This is an optimization exercise on Yosys and OpenROAD, whose aim is small area, not a production implementation.
RTL that was checked went through simulation tests only; none was proved equivalent to the original.
No functional check of the RTL was part of runs 2 to 4.
The clock port is modelled as an ideal driver; clocking choices that lean on that would not hold on a real chip.
Power is estimated from default activity; no workload was simulated.

`flow/config.mk`:
```
export PLATFORM = sky130hd
export DESIGN_NAME = xor_encrypt
export DESIGN_NICKNAME = xor_encrypt
export VERILOG_FILES = /design/flow/design.v
export SDC_FILE = /design/flow/constraint.sdc
export NUM_CORES = 4
export LEC_CHECK = 0
export CAP_MARGIN = 20
export CORE_MARGIN = 2
export CORE_UTILIZATION = 40
export CTS_BUF_LIST = sky130_fd_sc_hd__clkbuf_16
export CTS_CLUSTER_DIAMETER = 120
export CTS_CLUSTER_SIZE = 30
export SLEW_MARGIN = 20
export SYNTH_HIERARCHICAL = 1
export SYNTH_MINIMUM_KEEP_SIZE = 0
```
`flow/constraint.sdc`:
```
create_clock -name core_clock -period 4.0 [get_ports {clk}]
set_input_delay 0.8000 -clock core_clock [delete_from_list [all_inputs] [get_ports {clk}]]
set_output_delay 0.8000 -clock core_clock [all_outputs]
set_load 0.01 [all_outputs]
```
`flow/design.v`:
```
module xor_gate(
    input logic [7:0] A,
    input logic [7:0] B,
    output logic [7:0] Y
);
    assign Y = A^B;
endmodule
`timescale 1ns/1ps
module xor_encrypt(
        input logic clk,
        input logic valid_in,
        input logic [7:0] key,
        input logic [255:0] code,
        output logic [255:0] code_out,
        output logic valid_out
);
logic [255:0] d;    
logic [255:0] r;    
logic [7:0] p0;
logic [7:0] bs1_2;
logic [7:0] p1;
logic [7:0] p2;
logic [7:0] bs3_4;
logic [7:0] p3;
logic [7:0] p4;
logic [7:0] bs5_6;
logic [7:0] p5;
logic [7:0] p6;
logic [7:0] bs7_8;
logic [7:0] p7;
logic [7:0] p8;
logic [7:0] bs9_10;
logic [7:0] p9;
logic [7:0] p10;
logic [7:0] bs11_12;
logic [7:0] p11;
logic [7:0] p12;
logic [7:0] bs13_14;
logic [7:0] p13;
logic [7:0] p14;
logic [7:0] bs15_16;
logic [7:0] p15;
logic [7:0] p16;
logic [7:0] bs17_18;
logic [7:0] p17;
logic [7:0] p18;
logic [7:0] bs19_20;
logic [7:0] bs21_22;
logic [7:0] bs23_24;
logic [7:0] bs25_26;
logic [7:0] bs25_27;
logic [7:0] bs28_29;
logic [7:0] bs30_31;
logic [7:0] q19;
logic [7:0] q20;
logic [7:0] q21;
logic [7:0] q22;
logic [7:0] q23;
logic [7:0] q24;
logic [7:0] q25;
logic [7:0] q26;
logic [7:0] q27;
logic [7:0] q28;
logic [7:0] q29;
logic [7:0] q30;
logic [7:0] q31;
xor_gate u_p0 (.A(key), .B(code[7:0]), .Y(p0));
xor_gate u_bs1_2 (.A(code[15:8]), .B(code[23:16]), .Y(bs1_2));
xor_gate u_p1 (.A(p0), .B(code[15:8]), .Y(p1));
xor_gate u_p2 (.A(p0), .B(bs1_2), .Y(p2));
xor_gate u_bs3_4 (.A(code[31:24]), .B(code[39:32]), .Y(bs3_4));
xor_gate u_p3 (.A(p2), .B(code[31:24]), .Y(p3));
xor_gate u_p4 (.A(p2), .B(bs3_4), .Y(p4));
xor_gate u_bs5_6 (.A(code[47:40]), .B(code[55:48]), .Y(bs5_6));
xor_gate u_p5 (.A(p4), .B(code[47:40]), .Y(p5));
xor_gate u_p6 (.A(p4), .B(bs5_6), .Y(p6));
xor_gate u_bs7_8 (.A(code[63:56]), .B(code[71:64]), .Y(bs7_8));
xor_gate u_p7 (.A(p6), .B(code[63:56]), .Y(p7));
xor_gate u_p8 (.A(p6), .B(bs7_8), .Y(p8));
xor_gate u_bs9_10 (.A(code[79:72]), .B(code[87:80]), .Y(bs9_10));
xor_gate u_p9 (.A(p8), .B(code[79:72]), .Y(p9));
xor_gate u_p10 (.A(p8), .B(bs9_10), .Y(p10));
xor_gate u_bs11_12 (.A(code[95:88]), .B(code[103:96]), .Y(bs11_12));
xor_gate u_p11 (.A(p10), .B(code[95:88]), .Y(p11));
xor_gate u_p12 (.A(p10), .B(bs11_12), .Y(p12));
xor_gate u_bs13_14 (.A(code[111:104]), .B(code[119:112]), .Y(bs13_14));
xor_gate u_p13 (.A(p12), .B(code[111:104]), .Y(p13));
xor_gate u_p14 (.A(p12), .B(bs13_14), .Y(p14));
xor_gate u_bs15_16 (.A(code[127:120]), .B(code[135:128]), .Y(bs15_16));
xor_gate u_p15 (.A(p14), .B(code[127:120]), .Y(p15));
xor_gate u_p16 (.A(p14), .B(bs15_16), .Y(p16));
xor_gate u_bs17_18 (.A(code[143:136]), .B(code[151:144]), .Y(bs17_18));
xor_gate u_p17 (.A(p16), .B(code[143:136]), .Y(p17));
xor_gate u_p18 (.A(p16), .B(bs17_18), .Y(p18));
xor_gate u_bs19_20 (.A(code[159:152]), .B(code[167:160]), .Y(bs19_20));
xor_gate u_bs21_22 (.A(code[175:168]), .B(code[183:176]), .Y(bs21_22));
xor_gate u_bs23_24 (.A(code[191:184]), .B(code[199:192]), .Y(bs23_24));
xor_gate u_bs25_26 (.A(code[207:200]), .B(code[215:208]), .Y(bs25_26));
xor_gate u_bs25_27 (.A(bs25_26), .B(code[223:216]), .Y(bs25_27));
xor_gate u_bs28_29 (.A(code[231:224]), .B(code[239:232]), .Y(bs28_29));
xor_gate u_bs30_31 (.A(code[247:240]), .B(code[255:248]), .Y(bs30_31));
xor_gate u_q19 (.A(r[151:144]), .B(r[159:152]), .Y(q19));
xor_gate u_q20 (.A(r[151:144]), .B(r[167:160]), .Y(q20));
xor_gate u_q21 (.A(q20), .B(r[175:168]), .Y(q21));
xor_gate u_q22 (.A(q20), .B(r[183:176]), .Y(q22));
xor_gate u_q23 (.A(q22), .B(r[191:184]), .Y(q23));
xor_gate u_q24 (.A(q22), .B(r[199:192]), .Y(q24));
xor_gate u_q25 (.A(q24), .B(r[207:200]), .Y(q25));
xor_gate u_q26 (.A(q24), .B(r[215:208]), .Y(q26));
xor_gate u_q27 (.A(q24), .B(r[223:216]), .Y(q27));
xor_gate u_q28 (.A(q27), .B(r[231:224]), .Y(q28));
xor_gate u_q29 (.A(q27), .B(r[239:232]), .Y(q29));
xor_gate u_q30 (.A(q29), .B(r[247:240]), .Y(q30));
xor_gate u_q31 (.A(q29), .B(r[255:248]), .Y(q31));
assign d[7:0] = p0;
assign d[15:8] = p1;
assign d[23:16] = p2;
assign d[31:24] = p3;
assign d[39:32] = p4;
assign d[47:40] = p5;
assign d[55:48] = p6;
assign d[63:56] = p7;
assign d[71:64] = p8;
assign d[79:72] = p9;
assign d[87:80] = p10;
assign d[95:88] = p11;
assign d[103:96] = p12;
assign d[111:104] = p13;
assign d[119:112] = p14;
assign d[127:120] = p15;
assign d[135:128] = p16;
assign d[143:136] = p17;
assign d[151:144] = p18;
assign d[159:152] = code[159:152];
assign d[167:160] = bs19_20;
assign d[175:168] = code[175:168];
assign d[183:176] = bs21_22;
assign d[191:184] = code[191:184];
assign d[199:192] = bs23_24;
assign d[207:200] = code[207:200];
assign d[215:208] = bs25_26;
assign d[223:216] = bs25_27;
assign d[231:224] = code[231:224];
assign d[239:232] = bs28_29;
assign d[247:240] = code[247:240];
assign d[255:248] = bs30_31;
always_ff @(posedge clk) begin
    valid_out <= valid_in;
end
always_ff @(posedge clk) begin
    if (valid_in) r <= d;
end
assign code_out[7:0] = r[7:0];
assign code_out[15:8] = r[15:8];
assign code_out[23:16] = r[23:16];
assign code_out[31:24] = r[31:24];
assign code_out[39:32] = r[39:32];
assign code_out[47:40] = r[47:40];
assign code_out[55:48] = r[55:48];
assign code_out[63:56] = r[63:56];
assign code_out[71:64] = r[71:64];
assign code_out[79:72] = r[79:72];
assign code_out[87:80] = r[87:80];
assign code_out[95:88] = r[95:88];
assign code_out[103:96] = r[103:96];
assign code_out[111:104] = r[111:104];
assign code_out[119:112] = r[119:112];
assign code_out[127:120] = r[127:120];
assign code_out[135:128] = r[135:128];
assign code_out[143:136] = r[143:136];
assign code_out[151:144] = r[151:144];
assign code_out[159:152] = q19;
assign code_out[167:160] = q20;
assign code_out[175:168] = q21;
assign code_out[183:176] = q22;
assign code_out[191:184] = q23;
assign code_out[199:192] = q24;
assign code_out[207:200] = q25;
assign code_out[215:208] = q26;
assign code_out[223:216] = q27;
assign code_out[231:224] = q28;
assign code_out[239:232] = q29;
assign code_out[247:240] = q30;
assign code_out[255:248] = q31;
endmodule
```
`flow/flow/run.sh`:
```
#!/bin/bash
# Own layout flow: the standard flow (standard synthesis unchanged) with two changes:
#  - the buffers that global placement puts on every input and output port are the
#    smallest buffer, sky130_fd_sc_hd__buf_1, instead of the default pick;
#  - post_gpl.tcl drops the buffers that timing-driven global placement adds while the
#    clock is still ideal; the repairs after clock tree synthesis add what the real
#    clock timing needs.
# make's full output goes to flow_make.log in this folder; ORFS writes each step's log
# under orfs/logs/.
set -euo pipefail
export BUFFER_PORTS_ARGS="-buffer_cell sky130_fd_sc_hd__buf_1"
export POST_GLOBAL_PLACE_TCL="$PWD/flow/post_gpl.tcl"
export SETUP_MOVE_SEQUENCE="unbuffer,swap,buffer,sizeup"
export PRE_CTS_TCL="$PWD/flow/small_bufs.tcl"
export PRE_GLOBAL_ROUTE_TCL="$PWD/flow/small_bufs.tcl"
bash standard.sh finish > flow_make.log 2>&1
test -f out/final.def
```
`flow/flow/post_gpl.tcl`:
```
# Post global placement hook.
# Drop the buffers that timing-driven global placement added (instances named place*),
# reconnecting their loads to the buffer's input net.
proc drop_place_buffers {} {
  set n 0
  foreach inst [get_cells -quiet place*] {
    set ref [get_property $inst ref_name]
    if { ![regexp {^sky130_fd_sc_hd__(buf|clkbuf)_[0-9]+$} $ref] } { continue }
    set name [get_full_name $inst]
    set in_net [get_nets -of_objects [get_pins $name/A]]
    set out_net [get_nets -of_objects [get_pins $name/X]]
    set loads {}
    foreach pin [get_pins -quiet -of_objects $out_net] {
      if { [get_full_name $pin] != "$name/X" } { lappend loads $pin }
    }
    if { [llength [get_ports -quiet -of_objects $out_net]] > 0 } { continue }
    disconnect_pin $in_net [get_pins $name/A]
    disconnect_pin $out_net [get_pins $name/X]
    foreach pin $loads {
      disconnect_pin $out_net $pin
      connect_pin $in_net $pin
    }
    delete_instance $inst
    delete_net $out_net
    incr n
  }
  puts "Dropped $n placement buffers."
}
drop_place_buffers
```
`flow/flow/small_bufs.tcl`:
```
# Timing repairs after clock tree synthesis: buffer with the small buffers only.
set_dont_use [get_lib_cells {sky130_fd_sc_hd__buf_2 sky130_fd_sc_hd__buf_4 sky130_fd_sc_hd__buf_6 sky130_fd_sc_hd__buf_8 sky130_fd_sc_hd__buf_12 sky130_fd_sc_hd__buf_16 sky130_fd_sc_hd__xor2_4 sky130_fd_sc_hd__dlygate* sky130_fd_sc_hd__dlymetal* sky130_fd_sc_hd__clkdlybuf* sky130_fd_sc_hd__bufbuf* sky130_fd_sc_hd__clkbuf_4 sky130_fd_sc_hd__clkbuf_8}]
```
`flow/standard.sh`:
```
#!/bin/bash
# synth_recipe.tcl (not shown) runs the flow's synth.tcl, then flattens the netlist and writes it again
# the make line also repeats each setting of config.mk as NAME=value (left out here)
make -C /OpenROAD-flow-scripts/flow DESIGN_CONFIG=/design/flow/config.mk WORK_HOME=/design/flow/orfs CLKGATE_MAP_FILE= SYNTH_SCRIPT=/design/flow/synth_recipe.tcl "${@:-finish}"
```
==> results of run 1 <==
[power by group]
group / switching (mW) / internal [mW] / leakage, nW
registers: 0.246 / 3.89 / 2.51
logic: 2.82 / 1.39 / 2.32
clock network: 0.816 / 0.601 / 0.188
[state kept, by name, summed over array words and instances (netlist names)]
signal	count
r	256
valid_out	1
[synthesized netlist by cell type]
| cell | count | area share (%) |
|---|---|---|
| sky130_fd_sc_hd__buf_4 | 152 | 9.3 |
| sky130_fd_sc_hd__dfxtp_1 | 1 | 0.16 |
| sky130_fd_sc_hd__edfxtp_1 | 256 | 63 |
| sky130_fd_sc_hd__xor2_1 | 384 | 28 |
[layer usage]
metal | vias up | routed length, um | global-route usage (%)
met5 | - | 0 | 0
met4 | 0 | 724 | 4.44
met3 | 33 | 2280 | 4.35
met2 | 272 | 14800 | 29.9
met1 | 3198 | 10300 | 18.1
li1 | 3312 | - | -
[metrics by stage]
step	instance area [um2]	instances	hold slack [ns]	power (mW)
CTS	13900	1574	0.504	9.77
global placement	13800	1587	1.02	8.48
global route	14100	1596	0.511	10.4
detailed placement	13600	1554	1.03	8.33
floorplan	12200	793	0.828	7.20
finish	14100	1596	0.532	9.76
[per-module statistics from Yosys, one instance, submodules excluded]
module	times used	area, um2	flops+latches
xor_gate	48	70.1	0
xor_encrypt	1	8850	257
[final timing paths]
kind / from / to / slack (ns)
worst max-delay path: r[146]$_DFFE_PP_ / code_out[242] / 0.22
worst min-delay path: code[188] / r[188]$_DFFE_PP_ / 0.53
[timing repair]
item | 4_1_cts | 5_1_grt
buffers inserted | 2 | 22
gates resized for setup | 0 | 8
pin swaps | 2 | 21
setup endpoints to repair | 4 | 28
[cells by family (layout without fill, tap and decap cells)]
group                  count (synthesis)  in the layout
XOR/XNOR                             384            384
flip-flops                           257            257
buffers and inverters                152            565
[final cells by class]
type / instances / share of cell area [%]
Timing Repair Buffer: 547 / 14.9
Sequential cell: 257 / 54.8
Tap cell: 390 / 3.47
Clock inverter: 5 / 0.222
Clock buffer: 13 / 2.31
Multi-Input combinational cell: 384 / 24.3
==> notes.md, run 1 <==
Critical path
• **buffering stage count on the worst path with inverters included** 1
• **number of cells on the critical path** 7
• **kind of critical path** flip-flop to output port
• **most common cell type on the critical path** sky130_fd_sc_hd__xor2_1
• **standard cell with the maximum stage delay on the critical path** sky130_fd_sc_hd__edfxtp_1
• **Worst setup EP type** output port
• **delay-heaviest family, CP** XOR/XNOR gates
• **cells along the critical path** xor2_1 -> xor2_1 -> xor2_1 -> xor2_1 -> xor2_1 -> xor2_1 -> buf_1
• **type of element launching the critical path** flip-flop
• **delay of the slowest cell on the worst path** 0.48 ns
• **signal arrival time at the worst endpoint** 2.98 ns
• **largest fanout on the critical path** 3
• **data required time of the critical path** 3.20 ns

Drt
• **wire length reported by the detailed router** 28.1 mm
• **count of TritonRoute iterations in the first routing pass** 4
• **ANT nets after route** 0
• **DR vias/cell** 4.27
• **routed length per placed instance** 17.6 um
• **vias after detailed routing** 6,815
• **DRC violation total after the first TritonRoute iteration** 349
• **drt drc** 0

Clock tree
• **TritonCTS clock tree** yes
• **number of hold buffers added after cts** 0
• **clock input transition at the sequential cells of the worst setup and hold paths** 0.12 ns
• **TritonCTS buffer count** 12
• **clock sinks** 257

Global routing
• **via count of the first global-routing pass** 6,718
• **maximum number of pins on one net before global-route repair** 148
• **total congestion overflow** 0
• **number of antenna violations at the first check in global routing** 0
• **first-pass GRT wire length** 38.5 mm
• **GRT Resource Usage Total** 16.1%

Floorplan
• **Core Rows** 63
• **height of the chip** 179 um
• **num ports** 523
• **core outline area** 29,900 um2
• **starting density of the core** 40.9%
• **area of the die** 31,900 um2
• **width of the die** 179 um

Cells and area
• **fraction of layout cells with a size suffix above 1** 1.99%
• **area occupied by registers** 7710 um2
• **leading cell type in the layout, fill and taps excluded** sky130_fd_sc_hd__buf_1
• **post-layout net count** 1,468
• **fraction of the core area covered by cells at the end of the flow** 47.1%
• **highest-count cells in the layout ignoring fill and taps** 545 x sky130_fd_sc_hd__buf_1, 376 x sky130_fd_sc_hd__xor2_1, 256 x sky130_fd_sc_hd__edfxtp_1
• **signed area change from the synthesized netlist to the final layout** 15.2%
• **area of the multi-input gates** 3420 um2
• **FILL cells** 2,768
• **antenna cell count** 0

STA
• **post-route worst setup slack** 0.215 ns
• **worst slew slack as a fraction of its limit** 44.1%
• **Final TNS setup** 0 ns
• **setup-violating endpoint count in the final report** 0
• **Period minus WS final** 3.78 ns
• **measured slew at the worst slew-check pin** 0.839 ns
• **upper clock frequency limit** 264 MHz
• **RSZ-0062 raised after global routing** no
• **count of final hold-check violations** 0
• **final worst path period share** 94.6%
• **fin. max-slew vios** 0

Power and ir drop
• **static leakage** 5.02 nW
• **power density cells** 694 nW/um2
• **worst IR drop on VDD** 0.331 mV

Placement
• **final HPWL from detailed placement** 22.6 mm
• **pre-CTS WS** -0.616 ns
• **total of buffers placed on input and output ports** 522

Synthesis
• **number of distinct standard cells referenced by the synthesized netlist** 4
• **combinational family with the most area after synthesis** XOR/XNOR gates
• **xor-xnor portion of the synthesized cell area** 27.5%
• **synth warn** 7
• **total nets after synthesis** 1,059
• **Simple-Gate Fraction of Synth Area** 0%
• **area share of fa/ha/maj cells after synthesis** 0%
• **multiplexer share of the synthesized area** 0%
• **average instance area after synthesis** 15.4 um2
• **cell count after synthesis** 793
• **proportion of synthesized chip area in sequential cells** 63.1%
• **compound-cell area share of the yosys netlist** 0%
• **summed instance area of the synthesized netlist** 12,200 um2
• **count of state elements after synthesis** 257

Worst hold path
• **worst hold path class** input port to flip-flop
• **depth of the worst hold-timing path** 1

Job
• **maximum capacitance violations** 0

Status
• **result of the run** no timing/DRC/antenna violations

==> inputs of run 2 (changes only) <==
--- a/flow/design.v
+++ b/flow/design.v
@@ -50,5 +50,5 @@
 logic [7:0] bs25_26;
-logic [7:0] bs25_27;
-logic [7:0] bs28_29;
-logic [7:0] bs30_31;
+logic [7:0] bs27_28;
+logic [7:0] bs29_30;
+logic [7:0] bs29_31;
 logic [7:0] q19;
@@ -98,5 +98,5 @@
 xor_gate u_bs25_26 (.A(code[207:200]), .B(code[215:208]), .Y(bs25_26));
-xor_gate u_bs25_27 (.A(bs25_26), .B(code[223:216]), .Y(bs25_27));
-xor_gate u_bs28_29 (.A(code[231:224]), .B(code[239:232]), .Y(bs28_29));
-xor_gate u_bs30_31 (.A(code[247:240]), .B(code[255:248]), .Y(bs30_31));
+xor_gate u_bs27_28 (.A(code[223:216]), .B(code[231:224]), .Y(bs27_28));
+xor_gate u_bs29_30 (.A(code[239:232]), .B(code[247:240]), .Y(bs29_30));
+xor_gate u_bs29_31 (.A(bs29_30), .B(code[255:248]), .Y(bs29_31));
 xor_gate u_q19 (.A(r[151:144]), .B(r[159:152]), .Y(q19));
@@ -109,7 +109,7 @@
 xor_gate u_q26 (.A(q24), .B(r[215:208]), .Y(q26));
-xor_gate u_q27 (.A(q24), .B(r[223:216]), .Y(q27));
-xor_gate u_q28 (.A(q27), .B(r[231:224]), .Y(q28));
-xor_gate u_q29 (.A(q27), .B(r[239:232]), .Y(q29));
-xor_gate u_q30 (.A(q29), .B(r[247:240]), .Y(q30));
-xor_gate u_q31 (.A(q29), .B(r[255:248]), .Y(q31));
+xor_gate u_q27 (.A(q26), .B(r[223:216]), .Y(q27));
+xor_gate u_q28 (.A(q26), .B(r[231:224]), .Y(q28));
+xor_gate u_q29 (.A(q28), .B(r[239:232]), .Y(q29));
+xor_gate u_q30 (.A(q28), .B(r[247:240]), .Y(q30));
+xor_gate u_q31 (.A(q28), .B(r[255:248]), .Y(q31));
 assign d[7:0] = p0;
@@ -141,7 +141,7 @@
 assign d[215:208] = bs25_26;
-assign d[223:216] = bs25_27;
-assign d[231:224] = code[231:224];
-assign d[239:232] = bs28_29;
-assign d[247:240] = code[247:240];
-assign d[255:248] = bs30_31;
+assign d[223:216] = code[223:216];
+assign d[231:224] = bs27_28;
+assign d[239:232] = code[239:232];
+assign d[247:240] = bs29_30;
+assign d[255:248] = bs29_31;
 always_ff @(posedge clk) begin
--- a/flow/flow/run.sh
+++ b/flow/flow/run.sh
@@ -1,3 +1,3 @@
 #!/bin/bash
-# Own layout flow: the standard flow (standard synthesis unchanged) with two changes:
+# Own layout flow: the standard flow (standard synthesis unchanged) with these changes:
 #  - the buffers that global placement puts on every input and output port are the
@@ -6,3 +6,5 @@
 #    clock is still ideal; the repairs after clock tree synthesis add what the real
-#    clock timing needs.
+#    clock timing needs;
+#  - those repairs try buffering before sizing gates up, and small_bufs.tcl keeps them
+#    to the small buffers (no large or delay buffers, no xor2_4).
 # make's full output goes to flow_make.log in this folder; ORFS writes each step's log
==> flow/flow/small_bufs.tcl (replaced) <==
# Timing repairs after clock tree synthesis: buffer with the small buffers only.
set_dont_use [get_lib_cells {sky130_fd_sc_hd__buf_4 sky130_fd_sc_hd__buf_6 sky130_fd_sc_hd__buf_8 sky130_fd_sc_hd__buf_12 sky130_fd_sc_hd__buf_16 sky130_fd_sc_hd__xor2_4 sky130_fd_sc_hd__dlygate* sky130_fd_sc_hd__dlymetal* sky130_fd_sc_hd__clkdlybuf* sky130_fd_sc_hd__bufbuf* sky130_fd_sc_hd__clkbuf_4 sky130_fd_sc_hd__clkbuf_8}]
--- a/flow/config.mk
+++ b/flow/config.mk
@@ -10,5 +10,5 @@
 export CORE_UTILIZATION = 40
-export CTS_BUF_LIST = sky130_fd_sc_hd__clkbuf_16
-export CTS_CLUSTER_DIAMETER = 120
-export CTS_CLUSTER_SIZE = 30
+export CTS_BUF_LIST = sky130_fd_sc_hd__clkbuf_8
+export CTS_CLUSTER_DIAMETER = 100
+export CTS_CLUSTER_SIZE = 16
 export SLEW_MARGIN = 20
==> notes.md, run 2 <==
Synthesis
• **number of distinct standard cells referenced by the synthesized netlist** 4, unchanged
• **proportion of synthesized chip area in sequential cells** 63.1%, unchanged
• **top flip-flop cell by instance count after synthesis** sky130_fd_sc_hd__edfxtp_1, unchanged
• **summed instance area of the synthesized netlist** 12,200 um2, unchanged
• **average instance area after synthesis** 15.4 um2, unchanged
• **count of flip-flops with a built-in enable after synthesis** 256, unchanged
• **area leader, netlist** sky130_fd_sc_hd__edfxtp_1, unchanged
• **synth warn** 7, unchanged
• **biggest area contributors in the synthesized netlist** sky130_fd_sc_hd__edfxtp_1 63%, sky130_fd_sc_hd__xor2_1 28%, sky130_fd_sc_hd__buf_4 9.3%, unchanged
• **proportion of netlist area held by the largest area contributor** 63.0%, unchanged
• **count of state elements after synthesis** 257, unchanged
• **ys async rst share** 0%, unchanged
• **total nets after synthesis** 1,059, unchanged
• **most used standard cells in the synthesized netlist** 384 x sky130_fd_sc_hd__xor2_1, 256 x sky130_fd_sc_hd__edfxtp_1, 152 x sky130_fd_sc_hd__buf_4, unchanged
• **cell count after synthesis** 793, unchanged
• **most common cell in the netlist** sky130_fd_sc_hd__xor2_1, unchanged

Critical path
• **signal arrival time at the worst endpoint** 2.94 ns, was 2.98 ns
• **type of element launching the critical path** flip-flop, unchanged
• **data required time of the critical path** 3.20 ns, about the same
• **kind of critical path** flip-flop to output port, unchanged
• **Worst setup EP type** output port, unchanged
• **largest fanout on the critical path** 4, was 3

Cells and area
• **register with the most flip-flops** r, unchanged
• **highest-count cells in the layout ignoring fill and taps** 527 x sky130_fd_sc_hd__buf_1, 378 x sky130_fd_sc_hd__xor2_1, 256 x sky130_fd_sc_hd__edfxtp_1, was 545 x sky130_fd_sc_hd__buf_1, 376 x sky130_fd_sc_hd__xor2_1, 256 x sky130_fd_sc_hd__edfxtp_1
• **fraction of layout cells with a size suffix above 1** 4.65%, was 1.99%
• **flip-flop count of the largest register, all copies and words added** 256, unchanged
• **post-layout net count** 1,485, was 1,468
• **leading cell type in the layout, fill and taps excluded** sky130_fd_sc_hd__buf_1, unchanged
• **antenna cell count** 0, unchanged
• **post-route standard cell area excluding fillers** 14,100 um2, about the same
• **signed area change from the synthesized netlist to the final layout** 15.5%, was 15.2%
• **registers with the most flip-flops** r x256, valid_out x1, unchanged
• **fraction of the core area covered by cells at the end of the flow** 47.2%, was 47.1%
• **number of cells in the finished layout apart from fillers** 1,616, was 1,596

Power and ir drop
• **combinational share of power** 44.2%, was 43.1%
• **worst IR drop on VDD** 0.288 mV, was 0.331 mV
• **share of total power consumed by net switching** 40.3%, was 39.8%
• **Int Pwr** 5.87 mW, was 5.88 mW
• **share of total power in the clock network** 13.7%, was 14.5%
• **power density cells** 698 nW/um2, was 694 nW/um2
• **Switch Pwr** 3.96 mW, was 3.88 mW
• **static leakage** 5.11 nW, was 5.02 nW
• **part of the total power dissipated in sequential elements** 42.0%, was 42.4%

Drt
• **total routed wire length on the met1 layer** 10.4 mm, was 10.3 mm
• **DRC violation total after the first TritonRoute iteration** 280, was 349
• **vias after detailed routing** 7,003, was 6,815
• **DR vias/cell** 4.33, was 4.27
• **ANT nets after route** 0, unchanged
• **wire length reported by the detailed router** 28.9 mm, was 28.1 mm
• **amount of wire on met2 after detailed routing** 15.4 mm, was 14.8 mm
• **routed length per placed instance** 17.9 um, was 17.6 um
• **length of routed met3 wiring** 2.60 mm, was 2.28 mm
• **drt drc** 0, unchanged
• **count of TritonRoute iterations in the first routing pass** 6, was 4
• **top layer used by detailed routing** met4, unchanged

Worst hold path
• **depth of the worst hold-timing path** 1, unchanged
• **Min-Delay Startpoint** code[217], was code[188]
• **Hold Path Sink** r[217]$_DFFE_PP_, was r[188]$_DFFE_PP_
• **worst hold path class** input port to flip-flop, unchanged

Clock tree
• **clock input transition at the sequential cells of the worst setup and hold paths** 0.11 ns, was 0.12 ns
• **TritonCTS buffer count** 20, was 12
• **clock sinks** 257, unchanged
• **TritonCTS clock tree** yes, unchanged
• **number of hold buffers added after cts** 0, unchanged

STA
• **count of final hold-check violations** 0, unchanged
• **upper clock frequency limit** 267 MHz, was 264 MHz
• **worst slew slack as a fraction of its limit** 48.0%, was 44.1%
• **measured slew at the worst slew-check pin** 0.781 ns, was 0.839 ns
• **Period minus WS final** 3.74 ns, was 3.78 ns
• **final worst path period share** 93.6%, was 94.6%
• **fin. max-slew vios** 0, unchanged
• **setup-violating endpoint count in the final report** 0, unchanged

Placement
• **final HPWL from detailed placement** 22.8 mm, was 22.6 mm
• **total of buffers placed on input and output ports** 522, unchanged
• **placed inst area** 13,600 um2, unchanged
• **total placed cells including tap cells** 1,554, unchanged

Floorplan
• **num ports** 523, unchanged
• **width of the die** 179 um, unchanged
• **starting density of the core** 40.9%, unchanged
• **height of the chip** 179 um, unchanged
• **Core Rows** 63, unchanged
• **core outline area** 29,900 um2, unchanged
• **area of the die** 31,900 um2, unchanged

Global routing
• **number of antenna violations at the first check in global routing** 0, unchanged
• **maximum number of pins on one net before global-route repair** 136, was 148
• **first-pass GRT wire length** 40.2 mm, was 38.5 mm
• **total congestion overflow** 0, unchanged
• **GRT Resource Usage Total** 16.8%, was 16.1%
• **via count of the first global-routing pass** 6,970, was 6,718

Job
• **maximum capacitance violations** 0, unchanged

Status
• **result of the run** no timing/DRC/antenna violations, unchanged

run 2: cell types whose count changed in the layout (fill, tap and decap cells not counted), sizes merged:
cell    previous run  this run
buf              546       555
clkbuf            14        22
clkinv             1         0
inv                4         8
run 2: per-stage QoR:
step	setup slack [ns]	hold slack (ns)	total power, mW	setup TNS [ns]
after floorplan	0.370	0.828	7.21	0
after global placement	0.0863	1.02	8.49	0
after detailed placement	-0.405	1.03	8.36	-5.64
after CTS	0.00708	0.425	9.78	0
after global routing	-0.0153	0.428	10.5	-0.0201
final	0.258	0.476	9.84	0
run 2: layer usage:
metal / track usage (%) / vias up
li1: - / 3347
met1: 18.6 / 3348
met2: 31.1 / 275
met3: 5.28 / 33
met4: 4.10 / 0
met5: 0 / -
run 2: cell type report:
| cell class | instances | area [um2] |
|---|---|---|
| clock buffer | 21 | 289 |
| multi-input combinational | 384 | 3410 |
| clock inverter | 8 | 42.5 |
| fill | 2787 | 15800 |
| sequential | 257 | 7710 |
| tap | 390 | 488 |
| timing repair buffer | 556 | 2170 |
run 2: cells by family (layout without fill, tap and decap cells):
logic type,count (synthesis),in the layout,synth area share [%]
xor gates and xnor gates,384,384,27.5
DFF,257,257,63.1
buffers and inverters,152,585,9.34
run 2: critical path, stage by stage (launching register included):
cell,delay [ns]
sky130_fd_sc_hd__edfxtp_1,0.50
sky130_fd_sc_hd__xor2_1,0.26
sky130_fd_sc_hd__xor2_1,0.29
sky130_fd_sc_hd__xor2_1,0.32
sky130_fd_sc_hd__xor2_1,0.33
sky130_fd_sc_hd__xor2_1,0.17
sky130_fd_sc_hd__buf_2,0.18
sky130_fd_sc_hd__xor2_1,0.17
sky130_fd_sc_hd__buf_1,0.18
run 2: per-module statistics from Yosys, one instance, submodules excluded:
| module | cells inside | copies in the design |
|---|---|---|
| xor_encrypt | 409 | 1 |
| xor_gate | 8 | 48 |
run 2: worst max-delay path by stage:
stage / slack [ns] / depth (start not counted) / to / start
2_1_floorplan: 0.37 / 10 / r[136]$_DFFE_PP_ / code[0]
3_3_place_gp: 0.09 / 11 / r[146]$_DFFE_PP_ / key[2]
3_5_place_dp: -0.41 / 11 / r[139]$_DFFE_PP_ / key[3]
4_1_cts: 0.007 / 7 / code_out[242] / r[146]$_DFFE_PP_
5_1_grt: -0.02 / 7 / code_out[239] / r[151]$_DFFE_PP_
6_report: 0.26 / 8 / code_out[238] / r[150]$_DFFE_PP_
run 2: timing repair:
item,CTS,global route
pin swaps,6,21
setup endpoints to repair,15,31
endpoints found under the hold margin,0,0
gates resized for setup,0,6
setup buffers,8,25
run 2: power groups by stage:
stage / Clock [mW] / Combinational [mW] / Sequential, mW
final: 1.35 / 4.35 / 4.14
after global routing: 1.51 / 4.83 / 4.20
after CTS: 1.41 / 4.23 / 4.14
after detailed placement: 0 / 4.16 / 4.20
after global placement: 0 / 4.30 / 4.19
after floorplan: 0 / 3.10 / 4.11
==> inputs of run 3 (changes only) <==
--- a/flow/design.v
+++ b/flow/design.v
@@ -52,3 +52,2 @@
 logic [7:0] bs29_30;
-logic [7:0] bs29_31;
 logic [7:0] q19;
@@ -100,3 +99,2 @@
 xor_gate u_bs29_30 (.A(code[239:232]), .B(code[247:240]), .Y(bs29_30));
-xor_gate u_bs29_31 (.A(bs29_30), .B(code[255:248]), .Y(bs29_31));
 xor_gate u_q19 (.A(r[151:144]), .B(r[159:152]), .Y(q19));
@@ -113,3 +111,3 @@
 xor_gate u_q30 (.A(q28), .B(r[247:240]), .Y(q30));
-xor_gate u_q31 (.A(q28), .B(r[255:248]), .Y(q31));
+xor_gate u_q31 (.A(q30), .B(r[255:248]), .Y(q31));
 assign d[7:0] = p0;
@@ -145,3 +143,3 @@
 assign d[247:240] = bs29_30;
-assign d[255:248] = bs29_31;
+assign d[255:248] = code[255:248];
 always_ff @(posedge clk) begin
==> flow/flow/run.sh (replaced) <==
#!/bin/bash
# Own layout flow: the standard flow (standard synthesis unchanged), with the port
# buffers that global placement inserts on every input and output made the smallest
# buffer, sky130_fd_sc_hd__buf_1, instead of the default pick. Everything else is as in
# the standard flow. make's full output goes to flow_make.log in this folder; ORFS
# writes each step's log under orfs/logs/.
set -euo pipefail
export BUFFER_PORTS_ARGS="-buffer_cell sky130_fd_sc_hd__buf_1"
export POST_GLOBAL_PLACE_TCL="$PWD/flow/post_gpl.tcl"
bash standard.sh finish > flow_make.log 2>&1
test -f out/final.def
--- a/flow/config.mk
+++ b/flow/config.mk
@@ -10,5 +10,5 @@
 export CORE_UTILIZATION = 40
-export CTS_BUF_LIST = sky130_fd_sc_hd__clkbuf_8
-export CTS_CLUSTER_DIAMETER = 100
-export CTS_CLUSTER_SIZE = 16
+export CTS_BUF_LIST = sky130_fd_sc_hd__clkbuf_16
+export CTS_CLUSTER_DIAMETER = 120
+export CTS_CLUSTER_SIZE = 30
 export SLEW_MARGIN = 20
removed: flow/flow/small_bufs.tcl
==> notes.md, run 3 <==
Status
• **result of the run** no timing/DRC/antenna violations, unchanged

Power and ir drop
• **share of total power consumed by net switching** 40.0%, was 40.3%
• **Int Pwr** 5.94 mW, was 5.87 mW
• **part of the total power dissipated in sequential elements** 42.0%, about the same
• **static leakage** 5.05 nW, was 5.11 nW
• **worst IR drop on VDD** 0.268 mV, was 0.288 mV
• **power density cells** 693 nW/um2, was 698 nW/um2
• **combinational share of power** 43.5%, was 44.2%
• **share of total power in the clock network** 14.5%, was 13.7%
• **Switch Pwr** 3.96 mW, about the same
• **Final Total Pwr** 9.90 mW, was 9.84 mW

STA
• **count of final hold-check violations** 0, unchanged
• **measured slew at the worst slew-check pin** 0.882 ns, was 0.781 ns
• **post-route worst setup slack** 0.224 ns, was 0.258 ns
• **fin. max-slew vios** 0, unchanged
• **Post-Route Hold Slack** 0.478 ns, was 0.476 ns
• **upper clock frequency limit** 265 MHz, was 267 MHz
• **setup-violating endpoint count in the final report** 0, unchanged
• **worst slew slack as a fraction of its limit** 41.2%, was 48.0%
• **final worst path period share** 94.4%, was 93.6%
• **Period minus WS final** 3.78 ns, was 3.74 ns

Synthesis
• **total nets after synthesis** 1,051, was 1,059
• **biggest area contributors in the synthesized netlist** sky130_fd_sc_hd__edfxtp_1 63%, sky130_fd_sc_hd__xor2_1 27%, sky130_fd_sc_hd__buf_4 9.4%, was sky130_fd_sc_hd__edfxtp_1 63%, sky130_fd_sc_hd__xor2_1 28%, sky130_fd_sc_hd__buf_4 9.3%
• **count of flip-flops with a built-in enable after synthesis** 256, unchanged
• **proportion of netlist area held by the largest area contributor** 63.3%, was 63.0%
• **number of distinct standard cells referenced by the synthesized netlist** 4, unchanged
• **count of state elements after synthesis** 257, unchanged
• **proportion of synthesized chip area in sequential cells** 63.5%, was 63.1%
• **synth warn** 7, unchanged
• **ys async rst share** 0%, unchanged
• **area leader, netlist** sky130_fd_sc_hd__edfxtp_1, unchanged
• **summed instance area of the synthesized netlist** 12,100 um2, was 12,200 um2
• **most common cell in the netlist** sky130_fd_sc_hd__xor2_1, unchanged
• **top flip-flop cell by instance count after synthesis** sky130_fd_sc_hd__edfxtp_1, unchanged
• **most used standard cells in the synthesized netlist** 376 x sky130_fd_sc_hd__xor2_1, 256 x sky130_fd_sc_hd__edfxtp_1, 152 x sky130_fd_sc_hd__buf_4, was 384 x sky130_fd_sc_hd__xor2_1, 256 x sky130_fd_sc_hd__edfxtp_1, 152 x sky130_fd_sc_hd__buf_4
• **cell count after synthesis** 785, was 793
• **average instance area after synthesis** 15.5 um2, was 15.4 um2

Floorplan
• **core outline area** 29,800 um2, was 29,900 um2
• **height of the chip** 178 um, was 179 um
• **num ports** 523, unchanged
• **starting density of the core** 40.7%, was 40.9%
• **width of the die** 178 um, was 179 um
• **Core Rows** 63, unchanged
• **area of the die** 31,800 um2, was 31,900 um2

Critical path
• **type of element launching the critical path** flip-flop, unchanged
• **kind of critical path** flip-flop to output port, unchanged
• **signal arrival time at the worst endpoint** 2.98 ns, was 2.94 ns
• **data required time of the critical path** 3.20 ns, about the same
• **Worst setup EP type** output port, unchanged
• **largest fanout on the critical path** 3, was 4

Drt
• **DR vias/cell** 4.26, was 4.33
• **wire length reported by the detailed router** 27.5 mm, was 28.9 mm
• **routed length per placed instance** 17.5 um, was 17.9 um
• **count of TritonRoute iterations in the first routing pass** 4, was 6
• **ANT nets after route** 0, unchanged
• **drt drc** 0, unchanged
• **DRC violation total after the first TritonRoute iteration** 436, was 280
• **vias after detailed routing** 6,703, was 7,003

Worst hold path
• **depth of the worst hold-timing path** 1, unchanged
• **worst hold path class** input port to flip-flop, unchanged
• **Hold Path Sink** r[253]$_DFFE_PP_, was r[217]$_DFFE_PP_
• **Min-Delay Startpoint** code[253], was code[217]

Cells and area
• **fraction of layout cells with a size suffix above 1** 6.27%, was 4.65%
• **register with the most flip-flops** r, unchanged
• **fraction of the core area covered by cells at the end of the flow** 47.9%, was 47.2%
• **flip-flop count of the largest register, all copies and words added** 256, unchanged
• **signed area change from the synthesized netlist to the final layout** 17.7%, was 15.5%
• **number of cells in the finished layout apart from fillers** 1,572, was 1,616
• **post-layout net count** 1,441, was 1,485
• **registers with the most flip-flops** r x256, valid_out x1, unchanged
• **leading cell type in the layout, fill and taps excluded** sky130_fd_sc_hd__buf_1, unchanged
• **highest-count cells in the layout ignoring fill and taps** 521 x sky130_fd_sc_hd__buf_1, 324 x sky130_fd_sc_hd__xor2_1, 256 x sky130_fd_sc_hd__edfxtp_1, was 527 x sky130_fd_sc_hd__buf_1, 378 x sky130_fd_sc_hd__xor2_1, 256 x sky130_fd_sc_hd__edfxtp_1

Clock tree
• **TritonCTS buffer count** 12, was 20
• **number of hold buffers added after cts** 0, unchanged
• **clock sinks** 257, unchanged
• **buffers from clock root to sink, at most** 3
• **CTS H-Tree Depth** 1
• **clock input transition at the sequential cells of the worst setup and hold paths** 0.11 ns, about the same
• **Clock Tree Root** sky130_fd_sc_hd__clkbuf_16
• **TritonCTS clock tree** yes, unchanged

Job
• **maximum capacitance violations** 0, unchanged

Placement
• **final HPWL from detailed placement** 22.0 mm, was 22.8 mm
• **total placed cells including tap cells** 1,546, was 1,554
• **total of buffers placed on input and output ports** 522, unchanged
• **pre-CTS WS** -0.511 ns, was -0.405 ns

Global routing
• **first-pass GRT wire length** 38.6 mm, was 40.2 mm
• **maximum number of pins on one net before global-route repair** 152, was 136
• **total congestion overflow** 0, unchanged
• **via count of the first global-routing pass** 6,695, was 6,970
• **GRT Resource Usage Total** 16.2%, was 16.8%
• **number of antenna violations at the first check in global routing** 2, was 0

==> run 3: worst max path at each step <==
| stage | to | slack [ns] | startpoint |
|---|---|---|---|
| 2_1_floorplan | code_out[248] | 0.23 | r[144]$_DFFE_PP_ |
| 3_3_place_gp | r[141]$_DFFE_PP_ | 0.07 | key[5] |
| 3_5_place_dp | r[136]$_DFFE_PP_ | -0.51 | code[0] |
| 4_1_cts | code_out[250] | 0.01 | r[146]$_DFFE_PP_ |
| 5_1_grt | r[145]$_DFFE_PP_ | -0.02 | key[1] |
| 6_report | code_out[255] | 0.22 | r[151]$_DFFE_PP_ |
==> run 3: logic make-up after synthesis <==
| group | after synthesis | share of synthesized area (%) |
|---|---|---|
| buffers and inverters | 152 | 9.40 |
| xor gates and xnor gates | 376 | 27.1 |
| DFF | 257 | 63.5 |
==> run 3: metrics by stage <==
step	cell area, um2	TNS [ns]
floorplan	12100	0
global placement	13800	0
detailed placement	13500	-7.36
CTS	14000	0
global route	14300	-0.0284
finish	14300	0
==> run 3: repair_timing <==
action / 4_1_cts / 5_1_grt
pin swaps: 0 / 3
endpoints found under the setup margin: 11 / 23
buffers inserted: 0 / 5
resized for setup: 19 / 33
==> run 3: per-module statistics from Yosys (local to each module, per instance) <==
module / copies in the design / flops+latches / area (um2)
xor_encrypt: 1 / 257 / 8850
xor_gate: 47 / 0 / 70.1
==> run 3: critical path, cell delays in order, from the launching register on <==
cell	delay (ns)
sky130_fd_sc_hd__edfxtp_1	0.49
sky130_fd_sc_hd__xor2_2	0.28
sky130_fd_sc_hd__xor2_2	0.29
sky130_fd_sc_hd__xor2_2	0.30
sky130_fd_sc_hd__xor2_2	0.31
sky130_fd_sc_hd__xor2_2	0.24
sky130_fd_sc_hd__xor2_1	0.26
sky130_fd_sc_hd__xor2_1	0.17
sky130_fd_sc_hd__buf_1	0.16
==> run 3: layout make-up <==
cell class              instances  area (um2)
fillers                      2769       15500
flip-flops and latches        257        7710
multi-input cells             376        3680
repair buffers                528        2050
well taps                     390         488
clock buffers                  13         325
clock inverters                 6        31.3
diodes                          2        5.00
==> run 3: power groups by stage <==
stage / registers [mW] / logic (mW) / clock network (mW)
3_3_place_gp: 4.18 / 4.40 / 0
3_5_place_dp: 4.20 / 4.12 / 0
2_1_floorplan: 4.10 / 3.10 / 0
6_report: 4.16 / 4.31 / 1.43
5_1_grt: 4.22 / 4.78 / 1.58
4_1_cts: 4.16 / 4.20 / 1.49
==> run 3: metal layers <==
metal	vias to the layer above	GRT usage (%)	routed length, um
met1	3205	18.8	10200
met2	261	29.8	14600
met4	0	4.03	484
li1	3209	-	-
met3	28	4.18	2270
met5	-	0	0
==> inputs of run 4 (changes only) <==
--- a/flow/design.v
+++ b/flow/design.v
@@ -38,8 +38,9 @@
 logic [7:0] bs13_14;
+logic [7:0] bs13_15;
 logic [7:0] p13;
 logic [7:0] p14;
-logic [7:0] bs15_16;
 logic [7:0] p15;
+logic [7:0] bs16_17;
+logic [7:0] bs16_18;
 logic [7:0] p16;
-logic [7:0] bs17_18;
 logic [7:0] p17;
@@ -52,2 +53,3 @@
 logic [7:0] bs29_30;
+logic [7:0] bs29_31;
 logic [7:0] q19;
@@ -85,10 +87,11 @@
 xor_gate u_bs13_14 (.A(code[111:104]), .B(code[119:112]), .Y(bs13_14));
+xor_gate u_bs13_15 (.A(bs13_14), .B(code[127:120]), .Y(bs13_15));
 xor_gate u_p13 (.A(p12), .B(code[111:104]), .Y(p13));
 xor_gate u_p14 (.A(p12), .B(bs13_14), .Y(p14));
-xor_gate u_bs15_16 (.A(code[127:120]), .B(code[135:128]), .Y(bs15_16));
-xor_gate u_p15 (.A(p14), .B(code[127:120]), .Y(p15));
-xor_gate u_p16 (.A(p14), .B(bs15_16), .Y(p16));
-xor_gate u_bs17_18 (.A(code[143:136]), .B(code[151:144]), .Y(bs17_18));
-xor_gate u_p17 (.A(p16), .B(code[143:136]), .Y(p17));
-xor_gate u_p18 (.A(p16), .B(bs17_18), .Y(p18));
+xor_gate u_p15 (.A(p12), .B(bs13_15), .Y(p15));
+xor_gate u_bs16_17 (.A(code[135:128]), .B(code[143:136]), .Y(bs16_17));
+xor_gate u_bs16_18 (.A(bs16_17), .B(code[151:144]), .Y(bs16_18));
+xor_gate u_p16 (.A(p15), .B(code[135:128]), .Y(p16));
+xor_gate u_p17 (.A(p15), .B(bs16_17), .Y(p17));
+xor_gate u_p18 (.A(p15), .B(bs16_18), .Y(p18));
 xor_gate u_bs19_20 (.A(code[159:152]), .B(code[167:160]), .Y(bs19_20));
@@ -99,2 +102,3 @@
 xor_gate u_bs29_30 (.A(code[239:232]), .B(code[247:240]), .Y(bs29_30));
+xor_gate u_bs29_31 (.A(bs29_30), .B(code[255:248]), .Y(bs29_31));
 xor_gate u_q19 (.A(r[151:144]), .B(r[159:152]), .Y(q19));
@@ -111,3 +115,3 @@
 xor_gate u_q30 (.A(q28), .B(r[247:240]), .Y(q30));
-xor_gate u_q31 (.A(q30), .B(r[255:248]), .Y(q31));
+xor_gate u_q31 (.A(q28), .B(r[255:248]), .Y(q31));
 assign d[7:0] = p0;
@@ -143,3 +147,3 @@
 assign d[247:240] = bs29_30;
-assign d[255:248] = code[255:248];
+assign d[255:248] = bs29_31;
 always_ff @(posedge clk) begin
==> notes.md, run 4 <==
Synthesis
• **top flip-flop cell by instance count after synthesis** sky130_fd_sc_hd__edfxtp_1, unchanged
• **proportion of synthesized chip area in sequential cells** 62.8%, was 63.5%
• **proportion of netlist area held by the largest area contributor** 62.6%, was 63.3%
• **number of distinct standard cells referenced by the synthesized netlist** 4, unchanged
• **ys async rst share** 0%, unchanged
• **summed instance area of the synthesized netlist** 12,300 um2, was 12,100 um2
• **total nets after synthesis** 1,067, was 1,051
• **count of state elements after synthesis** 257, unchanged
• **most common cell in the netlist** sky130_fd_sc_hd__xor2_1, unchanged
• **most used standard cells in the synthesized netlist** 392 x sky130_fd_sc_hd__xor2_1, 256 x sky130_fd_sc_hd__edfxtp_1, 152 x sky130_fd_sc_hd__buf_4, was 376 x sky130_fd_sc_hd__xor2_1, 256 x sky130_fd_sc_hd__edfxtp_1, 152 x sky130_fd_sc_hd__buf_4
• **average instance area after synthesis** 15.3 um2, was 15.5 um2
• **count of flip-flops with a built-in enable after synthesis** 256, unchanged
• **biggest area contributors in the synthesized netlist** sky130_fd_sc_hd__edfxtp_1 63%, sky130_fd_sc_hd__xor2_1 28%, sky130_fd_sc_hd__buf_4 9.3%, was sky130_fd_sc_hd__edfxtp_1 63%, sky130_fd_sc_hd__xor2_1 27%, sky130_fd_sc_hd__buf_4 9.4%
• **area leader, netlist** sky130_fd_sc_hd__edfxtp_1, unchanged
• **cell count after synthesis** 801, was 785
• **synth warn** 7, unchanged

Clock tree
• **Resize count post-CTS** 6, was 19
• **CTS H-Tree Depth** 1, unchanged
• **buffers from clock root to sink, at most** 3, unchanged
• **TritonCTS buffer count** 12, unchanged
• **number of hold buffers added after cts** 0, unchanged
• **Clock Tree Root** sky130_fd_sc_hd__clkbuf_16, unchanged
• **clock sinks** 257, unchanged
• **TritonCTS clock tree** yes, unchanged
• **Post-CTS Setup Bufs** 0, unchanged
• **clock input transition at the sequential cells of the worst setup and hold paths** 0.11 ns, about the same

STA
• **final worst path period share** 94.5%, was 94.4%
• **post-route worst setup slack** 0.219 ns, was 0.224 ns
• **RSZ-0062 raised after global routing** no
• **Period minus WS final** 3.78 ns, about the same
• **setup-violating endpoint count in the final report** 0, unchanged
• **count of final hold-check violations** 0, unchanged
• **measured slew at the worst slew-check pin** 0.755 ns, was 0.882 ns
• **worst slew slack as a fraction of its limit** 49.7%, was 41.2%
• **upper clock frequency limit** 265 MHz, about the same
• **fin. max-slew vios** 0, unchanged

Cells and area
• **register with the most flip-flops** r, unchanged
• **leading cell type in the layout, fill and taps excluded** sky130_fd_sc_hd__buf_1, unchanged
• **registers with the most flip-flops** r x256, valid_out x1, unchanged
• **fraction of layout cells with a size suffix above 1** 3.28%, was 6.27%
• **post-layout net count** 1,452, was 1,441
• **post-route standard cell area excluding fillers** 14,200 um2, was 14,300 um2
• **flip-flop count of the largest register, all copies and words added** 256, unchanged
• **signed area change from the synthesized netlist to the final layout** 15.4%, was 17.7%
• **number of cells in the finished layout apart from fillers** 1,585, was 1,572
• **highest-count cells in the layout ignoring fill and taps** 521 x sky130_fd_sc_hd__buf_1, 369 x sky130_fd_sc_hd__xor2_1, 256 x sky130_fd_sc_hd__edfxtp_1, was 521 x sky130_fd_sc_hd__buf_1, 324 x sky130_fd_sc_hd__xor2_1, 256 x sky130_fd_sc_hd__edfxtp_1

Critical path
• **data required time of the critical path** 3.20 ns, about the same
• **crit path from** r[148]$_DFFE_PP_, was r[151]$_DFFE_PP_
• **signal arrival time at the worst endpoint** 2.98 ns, about the same
• **type of element launching the critical path** flip-flop, unchanged
• **cells along the critical path** xor2_2 -> xor2_2 -> xor2_1 -> xor2_1 -> xor2_2 -> xor2_1 -> buf_1, was xor2_2 -> xor2_2 -> xor2_2 -> xor2_2 -> xor2_2 -> xor2_1 -> xor2_1 -> buf_1
• **Worst setup EP type** output port, unchanged
• **kind of critical path** flip-flop to output port, unchanged
• **standard cell with the maximum stage delay on the critical path** sky130_fd_sc_hd__edfxtp_1, unchanged
• **delay of the slowest cell on the worst path** 0.52 ns, was 0.49 ns
• **largest fanout on the critical path** 4, was 3

Drt
• **routed length per placed instance** 17.7 um, was 17.5 um
• **amount of wire on met2 after detailed routing** 15.0 mm, was 14.6 mm
• **count of TritonRoute iterations in the first routing pass** 5, was 4
• **DRC violation total after the first TritonRoute iteration** 274, was 436
• **length of routed met3 wiring** 1.94 mm, was 2.27 mm
• **drt drc** 0, unchanged
• **wire length reported by the detailed router** 28.1 mm, was 27.5 mm
• **vias after detailed routing** 6,804, was 6,703
• **DR vias/cell** 4.29, was 4.26
• **total routed wire length on the met1 layer** 10.6 mm, was 10.2 mm
• **ANT nets after route** 0, unchanged
• **top layer used by detailed routing** met4, unchanged

Worst hold path
• **Min-Delay Startpoint** code[156], was code[253]
• **Hold Path Sink** r[156]$_DFFE_PP_, was r[253]$_DFFE_PP_
• **depth of the worst hold-timing path** 1, unchanged
• **worst hold path class** input port to flip-flop, unchanged

Global routing
• **total congestion overflow** 0, unchanged
• **number of antenna violations at the first check in global routing** 0, was 2
• **maximum number of pins on one net before global-route repair** 137, was 152
• **first-pass GRT wire length** 38.3 mm, was 38.6 mm
• **GRT Resource Usage Total** 15.9%, was 16.2%
• **via count of the first global-routing pass** 6,705, was 6,695

Power and ir drop
• **power density cells** 688 nW/um2, was 693 nW/um2
• **Final Total Pwr** 9.75 mW, was 9.90 mW
• **static leakage** 5.04 nW, was 5.05 nW
• **worst IR drop on VDD** 0.311 mV, was 0.268 mV

Floorplan
• **Core Rows** 64, was 63
• **height of the chip** 179 um, was 178 um
• **starting density of the core** 40.4%, was 40.7%
• **num ports** 523, unchanged
• **core outline area** 30,400 um2, was 29,800 um2
• **area of the die** 32,100 um2, was 31,800 um2
• **width of the die** 179 um, was 178 um

Placement
• **total of buffers placed on input and output ports** 522, unchanged
• **placed inst area** 13,600 um2, was 13,500 um2
• **final HPWL from detailed placement** 22.6 mm, was 22.0 mm
• **pre-CTS WS** -0.266 ns, was -0.511 ns
• **total placed cells including tap cells** 1,568, was 1,546

Status
• **result of the run** no timing/DRC/antenna violations, unchanged

Job
• **maximum capacitance violations** 0, unchanged

## run 4: cell count changes after synthesis, sizes merged
cell  previous run  this run
xor2           376       392
## run 4: Yosys stat by module (local to each module, per instance)
module | copies in the design | cells | area, um2
xor_encrypt | 1 | 409 | 8850
xor_gate | 49 | 8 | 70.1
## run 4: how the worst max path moves through the flow
stage	end	slack [ns]	cells past startpoint
after detailed placement	r[150]$_DFFE_PP_	-0.27	10
after floorplan	code_out[232]	0.50	6
final	code_out[252]	0.22	7
after global routing	code_out[234]	0.01	7
after global placement	r[149]$_DFFE_PP_	0.17	10
after CTS	code_out[239]	0.001	7
## run 4: per-layer routing
metal	up-vias	GRT usage, %
li1	3270	-
met1	3251	18.7
met2	256	29.1
met3	27	3.84
met4	0	3.93
met5	-	0
## run 4: worst max-delay path: cells and delay by family, from the launching register on
family	cells	cell delay, ns
flip-flops	1	0.52
buffers and inverters	1	0.16
XOR/XNOR	6	1.82
## run 4: layout make-up
type | instances | area (um2)
Fill cell | 2850 | 16300
Sequential cell | 257 | 7710
Multi-Input combinational cell | 392 | 3610
Timing Repair Buffer | 523 | 2010
Tap cell | 396 | 495
Clock buffer | 13 | 325
Clock inverter | 3 | 23.8
Antenna cell | 1 | 2.50
## run 4: kinds of logic (layout without fill, tap and decap cells)
family,Yosys count,count (layout),share of synthesized area (%)
other,0,1,0
xor gates and xnor gates,392,392,28.0
DFF,257,257,62.8
buffers and inverters,152,539,9.29
## run 4: power by group
| part | switching (mW) | leakage [nW] | internal (mW) |
|---|---|---|---|
| combinational | 2.82 | 2.35 | 1.36 |
| sequential | 0.273 | 2.51 | 3.89 |
| clock | 0.813 | 0.178 | 0.598 |
## run 4: metrics by stage
step | setup TNS, ns | hold slack (ns) | util (%)
after floorplan | 0 | 0.828 | -
after global placement | 0 | 1.02 | 45.3
after detailed placement | -3.80 | 1.03 | 44.8
after CTS | 0 | 0.506 | 46.1
after global routing | 0 | 0.500 | 46.6
final | 0 | 0.527 | 46.6

## port drivers added, routing unchanged
The results above use ideal ports. As a check the final layouts listed here were re-extracted and re-timed, cells and wires unchanged. Step 1 sets driving cells, clkbuf_16 on the clock port and buf_2 on the other inputs (assumed; they add their load-dependent delay and slew). Step 2 moves the port delays by t, midway between the first and last clock arrival at a register: inputs arrive t later, outputs are due t later. That takes back most of the time a late clock gives input paths. a / b / c = no drivers / after step 1 / after step 2; a / b = the first two.
run | t, ns | slack for setup (ns) | hold slack, ns
run 1 | 0.520 | 0.215 / 0.168 / -0.223 | 0.532 / 0.510 / 1.030
run 2 | 0.572 | 0.258 / 0.215 / -0.281 | 0.476 / 0.466 / 1.037
run 3 | 0.526 | 0.224 / 0.176 / -0.233 | 0.478 / 0.461 / 0.986
run 4 | 0.524 | 0.219 / 0.173 / -0.238 | 0.527 / 0.508 / 1.033
With both steps, setup timing fails in every run listed, where it was met with ideal ports. For run 2, which loses most, drivers alone change the setup slack by -0.043 ns; drivers and shift together by -0.539 ns.
